Background: an optimization exercise with open tools, aiming at small area, a short achievable clock period and few clock cycles per item. Do not read the settings as production practice.
At most, simulation tests tie the RTL to the original design; equivalence was not proved.

==> inputs of trial 39 <==
// COMP_Control
module COMP_Control(
    input clock,
    input rst,
    input start_trigger,
    input reset_act,
    input reset_data,
    input signed [15:0] K0,
    input signed [15:0] K1,
    input signed [15:0] K2,
    input signed [17:0] setPoint,
    input signed [17:0] data,
    output reg busy,
    output wire signed [15:0] COMP_output
    );
    reg [18:0] e0, e1, e2;
    reg [47:0] S, C;
    reg [15:0] Kr;
    reg sB, sC;    
    wire load = start_trigger & ~busy & ~reset_act & ~rst;
    wire clr_all = rst | (reset_act & reset_data);
    wire [18:0] diff = {setPoint[17], setPoint} - {data[17], data};
    wire [15:0] Km = Kr | (K2 & {16{load}});
    wire [47:0] acc = S + C;
    assign COMP_output = {acc[47], acc[29:15]};
    wire d0_one = e1[0] ^ 1'b0;
    wire d0_two = (e1[1] & ~e1[0] & ~1'b0) | (~e1[1] & e1[0] & 1'b0);
    wire d0_neg = (e1[1] & ~(e1[0] & 1'b0)) ^ sB;
    wire d0_pp0 = ((d0_one & Km[0])) ^ d0_neg;
    wire d0_pp1 = ((d0_one & Km[1]) | (d0_two & Km[0])) ^ d0_neg;
    wire d0_pp2 = ((d0_one & Km[2]) | (d0_two & Km[1])) ^ d0_neg;
    wire d0_pp3 = ((d0_one & Km[3]) | (d0_two & Km[2])) ^ d0_neg;
    wire d0_pp4 = ((d0_one & Km[4]) | (d0_two & Km[3])) ^ d0_neg;
    wire d0_pp5 = ((d0_one & Km[5]) | (d0_two & Km[4])) ^ d0_neg;
    wire d0_pp6 = ((d0_one & Km[6]) | (d0_two & Km[5])) ^ d0_neg;
    wire d0_pp7 = ((d0_one & Km[7]) | (d0_two & Km[6])) ^ d0_neg;
    wire d0_pp8 = ((d0_one & Km[8]) | (d0_two & Km[7])) ^ d0_neg;
    wire d0_pp9 = ((d0_one & Km[9]) | (d0_two & Km[8])) ^ d0_neg;
    wire d0_pp10 = ((d0_one & Km[10]) | (d0_two & Km[9])) ^ d0_neg;
    wire d0_pp11 = ((d0_one & Km[11]) | (d0_two & Km[10])) ^ d0_neg;
    wire d0_pp12 = ((d0_one & Km[12]) | (d0_two & Km[11])) ^ d0_neg;
    wire d0_pp13 = ((d0_one & Km[13]) | (d0_two & Km[12])) ^ d0_neg;
    wire d0_pp14 = ((d0_one & Km[14]) | (d0_two & Km[13])) ^ d0_neg;
    wire d0_pp15 = ((d0_one & Km[15]) | (d0_two & Km[14])) ^ d0_neg;
    wire d0_pp16 = ((d0_two & Km[15])) ^ d0_neg;
    wire d1_one = e1[2] ^ e1[1];
  ...
==> flow/config.mk <==
export PLATFORM = sky130hd
export DESIGN_NAME = COMP_Control
export DESIGN_NICKNAME = COMP_Control
export VERILOG_FILES = /design/flow/design.v
export SDC_FILE = /design/flow/constraint.sdc
export NUM_CORES = 4
export LEC_CHECK = 0
export CAP_MARGIN = 20
export CORE_MARGIN = 2
export CORE_UTILIZATION = 40
export SLEW_MARGIN = 20
export SYNTH_HIERARCHICAL = 1
export SYNTH_MINIMUM_KEEP_SIZE = 0
==> flow/constraint.sdc <==
create_clock -name core_clock -period 12.0 [get_ports {clock}]
set_input_delay 2.4000 -clock core_clock [delete_from_list [all_inputs] [get_ports {clock}]]
set_output_delay 2.4000 -clock core_clock [all_outputs]
set_load 0.01 [all_outputs]
standard.sh (not shown) runs the stock make flow with config.mk's settings and CLKGATE_MAP_FILE= SYNTH_SCRIPT=/design/flow/synth_recipe.tcl, a recipe that flattens the netlist after the stock synthesis.
==> flow/flow/run.sh <==
#!/bin/bash
# The standard layout (standard.sh: the standard flow's synthesis, floorplan, placement,
# CTS, routing) at the design's clock period and constraints, with two
# changes to how hard the resizer works:
#  - repair_timing aims for a setup slack of SETUP_MARGIN ns instead of 0,
#    so the critical paths get sized and buffered although the 12 ns clock
#    would already be met;
#  - the port buffers are buf_2 cells rather than the resizer's pick.
set -euo pipefail
cd "$(dirname "$0")/.."
SETUP_MARGIN=$(cat flow/setup_margin.txt)
bash standard.sh "SETUP_SLACK_MARGIN=$SETUP_MARGIN" \
  "BUFFER_PORTS_ARGS=-buffer_cell sky130_fd_sc_hd__buf_2" finish > standard_make.log 2>&1
==> flow/flow/setup_margin.txt <==
7.0
==> inputs of build 20, as changes to trial 39 <==
--- a/flow/design.v
+++ b/flow/design.v
@@ -14,17 +14,18 @@
     );
     reg [18:0] e0, e1, e2;
     reg [47:0] S, C;
     reg [15:0] Kr;
     reg sB, sC;    
     wire load = start_trigger & ~busy & ~reset_act & ~rst;
     wire clr_all = rst | (reset_act & reset_data);
     wire [18:0] diff = {setPoint[17], setPoint} - {data[17], data};
-    wire [15:0] Km = Kr | (K2 & {16{load}});
+    wire [15:0] Km = busy ? Kr : K2;
+    wire acc_en = load | busy;
     wire [47:0] acc = S + C;
     assign COMP_output = {acc[47], acc[29:15]};
     wire d0_one = e1[0] ^ 1'b0;
     wire d0_two = (e1[1] & ~e1[0] & ~1'b0) | (~e1[1] & e1[0] & 1'b0);
     wire d0_neg = (e1[1] & ~(e1[0] & 1'b0)) ^ sB;
     wire d0_pp0 = ((d0_one & Km[0])) ^ d0_neg;
     wire d0_pp1 = ((d0_one & Km[1]) | (d0_two & Km[0])) ^ d0_neg;
     wire d0_pp2 = ((d0_one & Km[2]) | (d0_two & Km[1])) ^ d0_neg;
@@ -813,40 +814,37 @@
     assign C_n[44] = f246_s;
     assign S_n[45] = f246_c;
     assign C_n[45] = f247_s;
     assign S_n[46] = f247_c;
     assign C_n[46] = f248_s;
     assign S_n[47] = f248_c;
     assign C_n[47] = f249_s;
     always @(posedge clock) begin
-        if (load)
-            Kr <= K1;
-        else if (sB & ~rst)
-            Kr <= K0;
-        else
-            Kr <= 16'd0;
+        Kr <= sB ? K0 : K1;
         if (rst) begin
             busy <= 1'b0;
             sB <= 1'b0;
             sC <= 1'b0;
         end else begin
             busy <= load | sB;
             sB <= load;
             sC <= sB;
         end
         if (clr_all) begin
             S <= 48'd0;
             C <= 48'd0;
             e0 <= 19'd0;
             e1 <= 19'd0;
             e2 <= 19'd0;
         end else begin
-            S <= S_n;
-            C <= C_n;
+            if (acc_en) begin
+                S <= S_n;
+                C <= C_n;
+            end
             if (reset_act) begin
                 e0 <= 19'd0;
             end else if (load) begin
                 e0 <= diff;
                 e1 <= e0;
                 e2 <= e1;
             end else if (busy) begin
                 e0 <= e1;
==> inputs of trial 69, as changes to trial 39 <==
--- a/flow/design.v
+++ b/flow/design.v
@@ -14,17 +14,18 @@
     );
     reg [18:0] e0, e1, e2;
     reg [47:0] S, C;
     reg [15:0] Kr;
     reg sB, sC;    
     wire load = start_trigger & ~busy & ~reset_act & ~rst;
     wire clr_all = rst | (reset_act & reset_data);
     wire [18:0] diff = {setPoint[17], setPoint} - {data[17], data};
-    wire [15:0] Km = Kr | (K2 & {16{load}});
+    wire [15:0] Km = busy ? Kr : K2;
+    wire acc_en = load | busy;
     wire [47:0] acc = S + C;
     assign COMP_output = {acc[47], acc[29:15]};
     wire d0_one = e1[0] ^ 1'b0;
     wire d0_two = (e1[1] & ~e1[0] & ~1'b0) | (~e1[1] & e1[0] & 1'b0);
     wire d0_neg = (e1[1] & ~(e1[0] & 1'b0)) ^ sB;
     wire d0_pp0 = ((d0_one & Km[0])) ^ d0_neg;
     wire d0_pp1 = ((d0_one & Km[1]) | (d0_two & Km[0])) ^ d0_neg;
     wire d0_pp2 = ((d0_one & Km[2]) | (d0_two & Km[1])) ^ d0_neg;
@@ -813,40 +814,37 @@
     assign C_n[44] = f246_s;
     assign S_n[45] = f246_c;
     assign C_n[45] = f247_s;
     assign S_n[46] = f247_c;
     assign C_n[46] = f248_s;
     assign S_n[47] = f248_c;
     assign C_n[47] = f249_s;
     always @(posedge clock) begin
-        if (load)
-            Kr <= K1;
-        else if (sB & ~rst)
-            Kr <= K0;
-        else
-            Kr <= 16'd0;
+        Kr <= sB ? K0 : K1;
         if (rst) begin
             busy <= 1'b0;
             sB <= 1'b0;
             sC <= 1'b0;
         end else begin
             busy <= load | sB;
             sB <= load;
             sC <= sB;
         end
         if (clr_all) begin
             S <= 48'd0;
             C <= 48'd0;
             e0 <= 19'd0;
             e1 <= 19'd0;
             e2 <= 19'd0;
         end else begin
-            S <= S_n;
-            C <= C_n;
+            if (acc_en) begin
+                S <= S_n;
+                C <= C_n;
+            end
             if (reset_act) begin
                 e0 <= 19'd0;
             end else if (load) begin
                 e0 <= diff;
                 e1 <= e0;
                 e2 <= e1;
             end else if (busy) begin
                 e0 <= e1;
==> flow/flow/setup_margin.txt (replaced) <==
7.5
==> impl_metrics.json <==
{
  "ys_seq_area_frac": 0.189,
  "utilization": 0.484,
  "use_met1": 0.304,
  "peakVddDrop_mv": 0.0831,
  "internal_power_mw": 1.38,
  "status": "finished clean",
  "grt_max_degree": 97
}
Source of the figures above: build 20

==> impl_metrics.json <==
{
  "p_comb_mw": 1.39,
  "use_met1": 0.319,
  "multiInputGateArea_um2": 13100,
  "utilization": 0.515,
  "peakVddDrop_mv": 0.104,
  "status": "finished clean",
  "drt_iter0_markers": 754,
  "ys_seq_area_frac": 0.200,
  "internal_power_mw": 1.62,
  "grt_max_degree": 96
}
Source of the figures above: trial 39

==> impl_metrics.json <==
{
  "ys_seq_area_frac": 0.189,
  "status": "finished clean",
  "utilization": 0.486,
  "use_met1": 0.298,
  "peakVddDrop_mv": 0.0755,
  "worst_slack_ns": 6.56,
  "grt_max_degree": 99,
  "vias": 13200,
  "multi_input_gates": 1445,
  "pg_clk_mw": 0.560
}
Source of the figures above: trial 69

Testbench counts of build 20, summed over its fixed seeds: cycles 72,000, items 24,000.
Testbench counts of trial 69, summed over its fixed seeds: cycles 72,000, items 24,000.
No functional check of the RTL was part of trial 39.

==> what the ideal ports hide <==
In the flow no input, the clock included, has a driving cell. The finished layouts below were timed again as built, in two steps.
Step 1 sets driving cells, clkbuf_16 on the clock port and buf_2 on the other inputs (assumed; they add their load-dependent delay and slew).
Step 2 also shifts input and output timing later by t, the mid clock arrival at the registers, as if the neighbouring blocks saw the same clock.
a / b / c = ideal / step 1 / step 2; a / b = the first two.
| run | t (ns) | setup slack, ns | latest minus earliest clock arrival (ns) | worst slew at a driven data input, ns |
|---|---|---|---|---|
| trial 39 | 0.502 | 6.030 / 6.034 / 5.533 | 0.023 / 0.023 | 0.07 |
| build 20 | 0.514 | 6.542 / 6.547 / 6.033 | 0.007 / 0.007 | 0.08 |
| trial 69 | 0.514 | 6.558 / 6.577 / 6.063 | 0.010 / 0.010 | 0.08 |
After both steps setup and hold are still met in every run listed. The setup slack of build 20, which loses most, moves by +0.005 ns with the drivers and by -0.509 ns with both steps.
